This design comes from an exercise in tuning for small area on the open sky130 flow, not from production work.
Where RTL was checked, it was by simulation tests only, not by an equivalence proof against the original.
The flow treats the clock pin as an ideal source. Dropping or thinning the clock tree relies on that and would not hold on a real chip.
Power is estimated from default activity; no workload was simulated.

== oak ==
==> module SAM, before the edit <==
module SAM (str, mode, clk, reset, msg, frame);
	input str;
	input mode;
	input clk;
	input reset;
	output [31:0] msg;
	output reg frame;
	reg [2:0] s;
	localparam [2:0] SN = 3'd0;
	localparam [2:0] SK = 3'd1;
	localparam [2:0] S0 = 3'd2;
	localparam [2:0] S1 = 3'd3;
	localparam [2:0] B0 = 3'd6;
	localparam [2:0] B1 = 3'd7;
	reg [5:0] p;
	reg [4:0] z;
	reg [31:0] Ac;
	reg [31:0] Bc;
	wire [2:0] n = z[2:0];
	wire st_n = (s == SN);
	wire st_k = (s == SK);
	wire cfg = mode & (st_n | st_k);
	wire clr = mode & st_n;
	wire shift = mode & st_k;
	wire dec = ~mode & ~(st_n | st_k);
	wire [5:0] ng;
	assign ng[0] = (n == 3'd0);
	assign ng[1] = (n == 3'd1);
	assign ng[2] = (n == 3'd2);
	assign ng[3] = (n == 3'd3);
	assign ng[4] = (n == 3'd4);
	assign ng[5] = ~(ng[0] | ng[1] | ng[2] | ng[3] | ng[4]);
	wire tap = (ng[0] & Ac[0]) | (ng[1] & Ac[1]) | (ng[2] & Ac[3]) |
		(ng[3] & Ac[7]) | (ng[4] & Ac[15]) | (ng[5] & Ac[31]);
	wire [31:0] ac_sh = {Ac[30:16], Ac[15] | ng[4], Ac[14:8], Ac[7] | ng[3],
		Ac[6:4], Ac[3] | ng[2], Ac[2], Ac[1] | ng[1], Ac[0] | ng[0],
		~str & tap};
	wire [31:0] bc_sh = {Bc[30:0], ~str & ~tap};
	wire keep = ~shift & ~clr;
	always @(posedge clk) begin
		Ac <= (ac_sh | {32{~shift}}) & (Ac | {32{~keep}});
		Bc <= (bc_sh & {32{shift}}) | (Bc & {32{keep}});
	end
	wire P = (s == B1);
	wire Q = (s == B0);
	assign msg = ~((~{32{Q}} | Ac) & (~{32{P}} | Bc));
	wire [5:0] need = st_n ? 6'b000011 :
		{ng[5], ng[5] | ng[4], ~(ng[0] | ng[1] | ng[2]), ~(ng[0] | ng[1]), ~ng[0], 1'b1};
	wire last = &(p | ~need);
	wire stop = &p[5:2];
	wire bnd = str & (z != 5'd0);
	wire shortp = (p <= 6'd8);
	wire accept = dec & ~stop & bnd & ~shortp;
	wire ob = ({z, 1'b0} <= p);
	wire p_clr = (cfg & last) | accept;
	wire p_inc = cfg | (dec & ~stop);
	wire z_clr = (cfg & st_k & last) | accept;
	wire z_inc = dec & ~stop & ~str & ~&z;
	wire [5:0] p_next = {p[5:2] + {3'd0, &p[1:0]}, p[1:0] + 2'd1};
	always @(posedge clk) begin
		if (p_clr) p[5:2] <= 4'd0;
		else if (p_inc) p[5:2] <= p_next[5:2];
	end
	always @(posedge clk) begin
		if (z_clr) z <= 5'd0;
		else if (clr) z[2:0] <= {z[1:0], str};
		else if (z_inc) z <= z + 5'd1;
	end
	always @(posedge clk, negedge reset) begin
		if (!reset) begin
			s <= SN;
			p[1:0] <= 2'd0;
			frame <= 1'b0;
		end
		else begin
			if (p_clr) p[1:0] <= 2'd0;
			else if (p_inc) p[1:0] <= p_next[1:0];
			if (cfg & last) s <= st_n ? SK : S0;
			if (accept) begin
				s <= (s == S0) ? S1 : (ob ? B1 : B0);
			end
			if (dec & (stop | bnd)) frame <= accept;
		end
	end
endmodule
==> flow/config.mk <==
export PLATFORM = sky130hd
export DESIGN_NAME = SAM
export DESIGN_NICKNAME = SAM
export VERILOG_FILES = /design/flow/design.v
export SDC_FILE = /design/flow/constraint.sdc
export NUM_CORES = 4
export LEC_CHECK = 0
export ABC_AREA = 1
export CAP_MARGIN = 20
export CORE_MARGIN = 2
export CORE_UTILIZATION = 70
export GPL_TIMING_DRIVEN = 0
export SLEW_MARGIN = 20
==> flow/constraint.sdc <==
create_clock -name core_clock -period 10.0 [get_ports {clk}]
set_input_delay 2.0000 -clock core_clock [delete_from_list [all_inputs] [get_ports {clk}]]
set_output_delay 2.0000 -clock core_clock [all_outputs]
set_load 0.01 [all_outputs]
standard.sh (not shown) runs the stock make flow with config.mk's settings and CLKGATE_MAP_FILE= SYNTH_SCRIPT=/design/flow/synth_recipe.tcl, a recipe that flattens the netlist after the stock synthesis.
==> flow/flow/run.sh <==
#!/bin/bash
# Standard ORFS layout with these changes:
#  - synthesis uses an area-oriented ABC script (flow/abc_area.script)
#    in place of ORFS's own, and leaves adders to ABC (no half-adder cells);
#    registers are left as the standard synthesis makes them
#  - ports are buffered with buf_1
#  - the clock tree is MANUAL_CTS_N clock buffers placed at the centres of
#    their groups of registers (flow/manual_cts.tcl) in place of TritonCTS
set -euo pipefail
W=$(pwd)
S="$W/scripts_own"
rm -rf "$S"
cp -r "$FLOW_HOME/scripts" "$S"
cp "$W/flow/abc_area.script" "$S/abc_area.script"
cp "$W/flow/manual_cts.tcl" "$S/manual_cts.tcl"
grep -q '^log_cmd clock_tree_synthesis {\*}\$cts_args$' "$S/cts.tcl"
sed -i 's|^log_cmd clock_tree_synthesis {\*}\$cts_args$|source $::env(SCRIPTS_DIR)/manual_cts.tcl\nmanual_cts $::env(MANUAL_CTS_BUF) $::env(MANUAL_CTS_N)\nset_propagated_clock [all_clocks]|' "$S/cts.tcl"
export SCRIPTS_DIR="$S"
export MANUAL_CTS_BUF=sky130_fd_sc_hd__buf_8
export MANUAL_CTS_N=4
ADDER_MAP_FILE= bash standard.sh synth > "$W/synth.log" 2>&1
export BUFFER_PORTS_ARGS="-buffer_cell sky130_fd_sc_hd__buf_1"
bash standard.sh > "$W/layout.log" 2>&1
Other scripts of this flow, unchanged in this note and not shown: flow/flow/abc_area.script, flow/flow/manual_cts.tcl
Modified inputs, pine compared to oak
-- flow/design.v --
<<< oak, line 45
	wire Q = (s == B0);
	assign msg = ~((~{32{Q}} | Ac) & (~{32{P}} | Bc));
	wire [5:0] need = st_n ? 6'b000011 :
		{ng[5], ng[5] | ng[4], ~(ng[0] | ng[1] | ng[2]), ~(ng[0] | ng[1]), ~ng[0], 1'b1};
	wire last = &(p | ~need);
	wire stop = &p[5:2];
	wire bnd = str & (z != 5'd0);
>>> pine, line 45
	wire Q = (s == B0);
	assign msg = ~((~{32{Q}} | Ac) & (~{32{P}} | Bc));
	wire [6:1] c;
	assign c[1] = p[0];
	assign c[2] = c[1] & p[1];
	assign c[3] = c[2] & p[2];
	assign c[4] = c[3] & p[3];
	assign c[5] = c[4] & p[4];
	assign c[6] = c[5] & p[5];
	wire last = st_n ? c[2] : |(ng & c[6:1]);
	wire stop = &p[5:2];
	wire bnd = str & (z != 5'd0);
<<< oak, line 57
	wire z_clr = (cfg & st_k & last) | accept;
	wire z_inc = dec & ~stop & ~str & ~&z;
	wire [5:0] p_next = {p[5:2] + {3'd0, &p[1:0]}, p[1:0] + 2'd1};
	always @(posedge clk) begin
		if (p_clr) p[5:2] <= 4'd0;
>>> pine, line 62
	wire z_clr = (cfg & st_k & last) | accept;
	wire z_inc = dec & ~stop & ~str & ~&z;
	wire [5:0] p_next = p ^ {c[5:1], 1'b1};
	always @(posedge clk) begin
		if (p_clr) p[5:2] <= 4'd0;
### Flow results
pine: no failed stages, no open violations at the end
Type of the worst setup path = reg -> out: pine; type of the worst setup path = in -> reg: oak
Summary: total power, pine worse than oak
Row total half-perimeter wirelength after legalization and detailed placement: pine lower / oak higher
Overall routed net length: pine better than oak
Relative to oak, fraction of the cycle the final worst path needs decreased by 3.1 points in pine.
On hold slack, oak and pine are neck and neck.
From oak to pine, number of register bits inferred by synthesis did not move at all.
In the route summary, pine ends up with a via count below that of oak.
Function not checked in pine: the RTL went through the layout flow alone. No run of this note takes its clock network from TritonCTS; it comes from the design's own scripts or RTL.

port drivers added, routing unchanged:
The flow's constraints put no driver on any port. The routed layouts listed below were extracted and timed again, unchanged, in two steps. Step 1 sets driving cells, clkbuf_16 on the clock port and buf_2 on the other inputs (assumed; they add their load-dependent delay and slew). Step 2 times the ports against the registers' clock, not the clock port: input delays grow and output delays shrink by t, the midpoint of the rising clock arrivals with the driver on. Three values: no drivers, after step 1, after step 2; two values: the first two.
| run | t (ns) | slack for setup (ns) | hold WS [ns] |
|---|---|---|---|
| oak | 0.200 | 5.753 / 5.797 / 5.597 | 0.484 / 0.484 / 0.484 |
| pine | 0.201 | 6.061 / 5.988 / 6.038 | 0.483 / 0.483 / 0.483 |
After both steps every run listed still meets setup and hold. The setup slack of oak, which loses most, moves by +0.044 ns with the drivers and by -0.156 ns with both steps.
